Context: an optimization exercise on an open-source flow, tuned for small area. The choices shown serve that exercise and are no tape-out recipe. Function was checked by simulation only, so behaviour that the tests miss may differ from the original. The clock input has no modelled driver; a real chip could not lean on it and would need a root buffer or a full tree. No activity file was given, so power comes from the tool's default toggle rates.

## run a
==> flow/design.v <==
module fxmul_q88 (
input signed [15:0] multiplicand,
input signed [15:0] multiplier,
output signed [15:0] o_result,
output overflow_flag,
input clk,
input reset
);
reg [15:0] acc;    
reg [7:0]  lo;     
reg [3:0]  cnt;    
reg        busy;   
wire zero3 = ~(cnt[0] | cnt[1] | cnt[2]);
wire fb = zero3 | (cnt[0] ^ cnt[3]);
wire last = cnt[3] & zero3;           
wire [3:0] cnt_next = reset ? 4'd0 : {cnt[2:0], fb};
wire [15:0] brow = {multiplier[4],  multiplier[5],  multiplier[6],  multiplier[11],
                    multiplier[9],  multiplier[7],  multiplier[12], ~multiplier[15],
                    multiplier[3],  multiplier[10], multiplier[8],  multiplier[14],
                    multiplier[2],  multiplier[13], multiplier[1],  multiplier[0]};
wire xsel = brow[cnt];
wire [15:0] pp;
genvar j;
generate for (j = 0; j < 15; j = j + 1) begin : g_pp
  assign pp[j] = multiplicand[j] ? xsel : last;
end endgenerate
assign pp[15] = multiplicand[15] ? ~xsel : ~last;
wire [16:0] c;
wire [15:0] s;
assign c[0] = 1'b1;
genvar k;
generate for (k = 0; k < 16; k = k + 1) begin : g_add
  assign s[k]   = acc[k] ^ pp[k] ^ c[k];
  assign c[k+1] = (acc[k] & pp[k]) | (c[k] & (acc[k] ^ pp[k]));
end endgenerate
wire [16:0] t = {c[16], s};
wire [8:0] top = {~acc[15], acc[14:7]};
always @(posedge clk) begin
  cnt  <= cnt_next;
  if (reset) begin
    acc  <= 16'd129;
    lo   <= 8'd0;
    busy <= 1'b1;
  end else begin
    busy <= busy & ~last;
    if (busy) begin
      acc <= t[16:1];
      lo  <= {t[0], lo[7:1]};
    end
  end
end
assign o_result = {acc[7:0], lo};
assign overflow_flag = ~((&top) | ~(|top));
endmodule
clock: 10.0 ns
lec_check: 0
abc_area: 1
cap_margin: 20
core_margin: 2
core_utilization: 40
gpl_timing_driven: 0
setup_slack_margin: -0.3
slew_margin: 20
standard.sh (not shown) runs the stock make flow with config.mk's settings and CLKGATE_MAP_FILE= SYNTH_SCRIPT=/design/flow/synth_recipe.tcl, a recipe that flattens the netlist after the stock synthesis.
==> flow/flow/run.sh <==
#!/bin/bash
# Standard synthesis, then the logic between its registers replaced by a
# hand-mapped netlist (gen_netlist.py; the registers keep their names and
# cells), then the standard layout with the smallest port buffers and a
# two-buffer clock tree (cts_hook.tcl).
set -euo pipefail
R=orfs/results/${FLOW_PLATFORM}/fxmul_q88/base
export BUFFER_PORTS_ARGS="-buffer_cell sky130_fd_sc_hd__buf_1"
export PRE_CTS_TCL=$PWD/flow/cts_hook.tcl
export CLOCK_BUFFER_CELL=sky130_fd_sc_hd__clkbuf_8
export CLOCK_BUFFER_CELL2=sky130_fd_sc_hd__clkbuf_4
export CLOCK_SPLIT_FRACTION=0.62
bash standard.sh synth > synth.log 2>&1
cp $R/1_2_yosys.v std_1_2_yosys.v
python3 flow/gen_netlist.py std_1_2_yosys.v $R/1_2_yosys.v > gen.log 2>&1
touch $R/1_2_yosys.v
bash standard.sh > layout.log 2>&1
==> flow/flow/gen_netlist.py <==
#!/usr/bin/env python3
"""Write a hand-mapped gate netlist of fxmul_q88 that keeps the standard
synthesis's registers (same instance names and cell types).

usage: gen_netlist.py STD_NETLIST OUT_NETLIST

The registers are read from STD_NETLIST (the standard synthesis of the RTL);
the logic between them is placed here cell by cell, following
rtl/fxmul_q88.v exactly (same next-state function for every register).
"""
import re
import sys

P = "sky130_fd_sc_hd__"

std = open(sys.argv[1]).read()
regs = {}
for cell, inst in re.findall(r"\b(" + P + r"\w*df\w*)\s+(\\\S+|\w+)\s*\(", std):
    name = inst.lstrip("\\").split("$")[0]
    regs[name] = (cell, inst)

want = (["acc[%d]" % i for i in range(16)] + ["lo[%d]" % i for i in range(8)]
        + ["cnt[%d]" % i for i in range(4)] + ["busy"])
missing = [w for w in want if w not in regs]
extra = [r for r in regs if r not in want]
if missing or extra:
    sys.exit("register mismatch: missing %s extra %s" % (missing, extra))

cells = []
n = [0]


def g(cell, **pins):
    n[0] += 1
    conn = ", ".join(".%s(%s)" % (p, v) for p, v in pins.items())
    cells.append("  %s%s g%d (%s);" % (P, cell, n[0], conn))


def ff(reg, d, de=None):
    cell, inst = regs[reg]
    base = cell[len(P):]
    q = Q(reg)
    if base.startswith("edfxtp"):
        assert de is not None, reg
        conn = ".CLK(clk), .D(%s), .DE(%s), .Q(%s)" % (d, de, q)
    elif base.startswith("dfxtp"):
        assert de is None, reg
        conn = ".CLK(clk), .D(%s), .Q(%s)" % (d, q)
    else:
        sys.exit("unexpected register cell %s for %s" % (cell, reg))
    if inst.startswith("\\"):
        inst = inst + " "
    cells.append("  %s %s(%s);" % (cell, inst, conn))


def Q(reg):
    # register outputs keep the RTL's names (acc[3], busy, ...)
    return reg


a = ["multiplicand[%d]" % i for i in range(16)]
b = ["multiplier[%d]" % i for i in range(16)]
load = "reset"
acc = [Q("acc[%d]" % i) for i in range(16)]
lo = [Q("lo[%d]" % i) for i in range(8)]
cnt = [Q("cnt[%d]" % i) for i in range(4)]
busy = Q("busy")

# xsel = brow[cnt]
# state v of the row counter stands for row ROW[v]
ROW = [0, 1, 13, 2, 14, 8, 10, 3, 15, 12, 7, 9, 11, 6, 5, 4]
# state 8 (row 15) takes ~b15
g("inv_1", A=b[15], Y="nb15")
br = [b[ROW[v]] if ROW[v] != 15 else "nb15" for v in range(16)]
for j in range(4):
    g("mux4_2", A0=br[4 * j], A1=br[4 * j + 1], A2=br[4 * j + 2], A3=br[4 * j + 3],
      S0=cnt[0], S1=cnt[1], X="m%d" % j)
g("mux4_2", A0="m0", A1="m1", A2="m2", A3="m3", S0=cnt[2], S1=cnt[3], X="xsel")
xsel = "xsel"

# last = cnt[3] & zero3 (zero3 = ~(cnt[0]|cnt[1]|cnt[2]), from the counter)
g("nand2_1", A=cnt[3], B="zero3", Y="nL")
# nX = ~xsel = ~(b_i ^ last)
g("inv_2", A=xsel, Y="nX")
# pp[j] = a[j] ? xsel : last   (j < 15), via inverting mux
for j in range(15):
    g("mux2i_1", A0="nL", A1="nX", S=a[j], Y="pp%d" % j)
# pp[15] = a15 ? ~xsel : ~last
g("mux2_1", A0="nL", A1="nX", S=a[15], X="pp15")

# adder, carry-in 1
g("xnor2_1", A=acc[0], B="pp0", Y="s0")
g("or2_1", A=acc[0], B="pp0", X="c1")
for k in range(1, 16):
    g("fa_1", A=acc[k], B="pp%d" % k, CIN="c%d" % k, COUT="c%d" % (k + 1), SUM="s%d" % k)
t = ["s%d" % k for k in range(16)] + ["c16"]

# hold selects: busyp = busy & ~reset, nbusyp = ~busy & ~reset, in two
# copies (a: acc[15:4], b: acc[3:0] and lo) to keep each net's fanout at 12
for h in "ab":
    g("nor2b_1", A=load, B_N=busy, Y="busyp_" + h)
    g("nor2_1", A=load, B=busy, Y="nbusyp_" + h)
# acc[15:8] <= reset ? 0 : busy ? t[16:9] : acc[15:8]
for k in range(8, 16):
    g("a22o_1", A1="busyp_a", A2=t[k + 1], B1="nbusyp_a", B2=acc[k], X="dacc%d" % k)
    ff("acc[%d]" % k, "dacc%d" % k)
# acc[7:0] <= reset ? K : busy ? t[8:1] : acc[7:0]   (K = 129)
for k in range(8):
    h = "a" if k >= 4 else "b"
    if k in (0, 7):
        g("a221o_1", A1="busyp_" + h, A2=t[k + 1], B1="nbusyp_" + h, B2=acc[k], C1=load, X="dacc%d" % k)
    else:
        g("a22o_1", A1="busyp_" + h, A2=t[k + 1], B1="nbusyp_" + h, B2=acc[k], X="dacc%d" % k)
    ff("acc[%d]" % k, "dacc%d" % k)
# lo <= reset ? 0 : busy ? {t[0], lo[7:1]} : lo
for k in range(8):
    g("a22o_1", A1="busyp_b", A2=t[0] if k == 7 else lo[k + 1], B1="nbusyp_b", B2=lo[k], X="dlo%d" % k)
    ff("lo[%d]" % k, "dlo%d" % k)

# cnt <= reset ? 0 : {cnt[2:0], fb},  fb = zero3 | (cnt[0] ^ cnt[3])
g("nor3_1", A=cnt[0], B=cnt[1], C=cnt[2], Y="zero3")
g("xor2_1", A=cnt[0], B=cnt[3], X="x03")
g("nor2_1", A="zero3", B="x03", Y="nfb")
g("nor2_1", A=load, B="nfb", Y="dc0")
for k in range(1, 4):
    g("nor2b_1", A=load, B_N=cnt[k - 1], Y="dc%d" % k)
for k in range(4):
    ff("cnt[%d]" % k, "dc%d" % k)

# busy <= reset | (busy & ~last)
g("a21o_1", A1=busy, A2="nL", B1=load, X="dbusy")
ff("busy", "dbusy")

# overflow_flag: acc[15:7] = S[31:23] (S[31] flipped) not all equal
g("nand4_1", A=acc[11], B=acc[12], C=acc[13], D=acc[14], Y="nh")
g("nand4_1", A=acc[7], B=acc[8], C=acc[9], D=acc[10], Y="nl")
g("nor4_1", A=acc[11], B=acc[12], C=acc[13], D=acc[14], Y="zh")
g("nor4_1", A=acc[7], B=acc[8], C=acc[9], D=acc[10], Y="zl")
g("nor3_1", A=acc[15], B="nh", C="nl", Y="ones")
g("a31oi_1", A1=acc[15], A2="zh", A3="zl", B1="ones", Y="ovf")

# outputs
assigns = []
for k in range(8):
    assigns.append("  assign o_result[%d] = %s;" % (k, lo[k]))
    assigns.append("  assign o_result[%d] = %s;" % (k + 8, acc[k]))
assigns.append("  assign overflow_flag = ovf;")

wires = set()
for line in cells:
    for v in re.findall(r"\.\w+\(([^)]*)\)", line):
        if "[" not in v and v not in ("clk", "reset") and v not in regs:
            wires.add(v)

out = ["module fxmul_q88 (multiplicand, multiplier, o_result, overflow_flag, clk, reset);",
       "  input [15:0] multiplicand;", "  input [15:0] multiplier;",
       "  output [15:0] o_result;", "  output overflow_flag;",
       "  input clk;", "  input reset;"]
out += ["  wire [15:0] acc;", "  wire [7:0] lo;", "  wire [3:0] cnt;",
        "  wire busy;"]
out += ["  wire %s;" % w for w in sorted(wires)]
out += cells + assigns + ["endmodule", ""]
open(sys.argv[2], "w").write("\n".join(out))
print("wrote %s: %d cells" % (sys.argv[2], len(cells)))
Other scripts of this flow, unchanged in this note and not shown: flow/flow/cts_hook.tcl
Run a went all the way through synthesis, placement and routing and the layout is clean on timing, DRC and antenna.
## Diff of input files: run b against run a
- SETUP_SLACK_MARGIN removed (was -0.3)
- GPL_TIMING_DRIVEN removed (was 0)
diff --git a/flow/flow/gen_netlist.py b/flow/flow/gen_netlist.py
--- a/flow/flow/gen_netlist.py
+++ b/flow/flow/gen_netlist.py
@@ -84 +84 @@
-g("inv_2", A=xsel, Y="nX")
+g("inv_4", A=xsel, Y="nX")
Notes after the runs:
The power reported for run b is greater than that of run a by about 1.4%. Looking at run b and run a, the area enclosed by the die boundary is a wash. Run b vs. run a: wire length on met2 went up by 120 µm. Run b ends up with higher routed wire length than run a does. Compared run b vs run a, and fraction of area in registers is down in run b. Run b and run a ended up with nearly the same synthesized area.
In every run of this note, the design's own scripts or RTL, not TritonCTS, make the clock network.

[what the ideal ports hide]
No port has a modelled driver above. Below, the same layouts with a new extraction and two added sets of constraints.
Step 1 sets driving cells, clkbuf_16 on the clock port and buf_2 on the other inputs (assumed; they add their load-dependent delay and slew).
Step 2, shift: input delay + t, output delay - t, t = (earliest + latest rising clock arrival at the registers) / 2. This alone moves slack from input paths to output paths.
Three values: ideal ports, drivers, drivers and shift; two values: the first two.
| run | shift t [ns] | setup WS [ns] | worst register clock-pin slew, ns | worst slew at a driven data input, ns |
|---|---|---|---|---|
| run a | 0.192 | 0.186 / 0.193 / 0.001 | 0.11 / 0.11 | 0.03 |
| run b | 0.193 | 0.400 / 0.401 / 0.209 | 0.11 / 0.11 | 0.04 |
After both steps every run listed still meets setup and hold. For run b, which loses most, drivers alone change the setup slack by +0.001 ns; drivers and shift together by -0.191 ns.
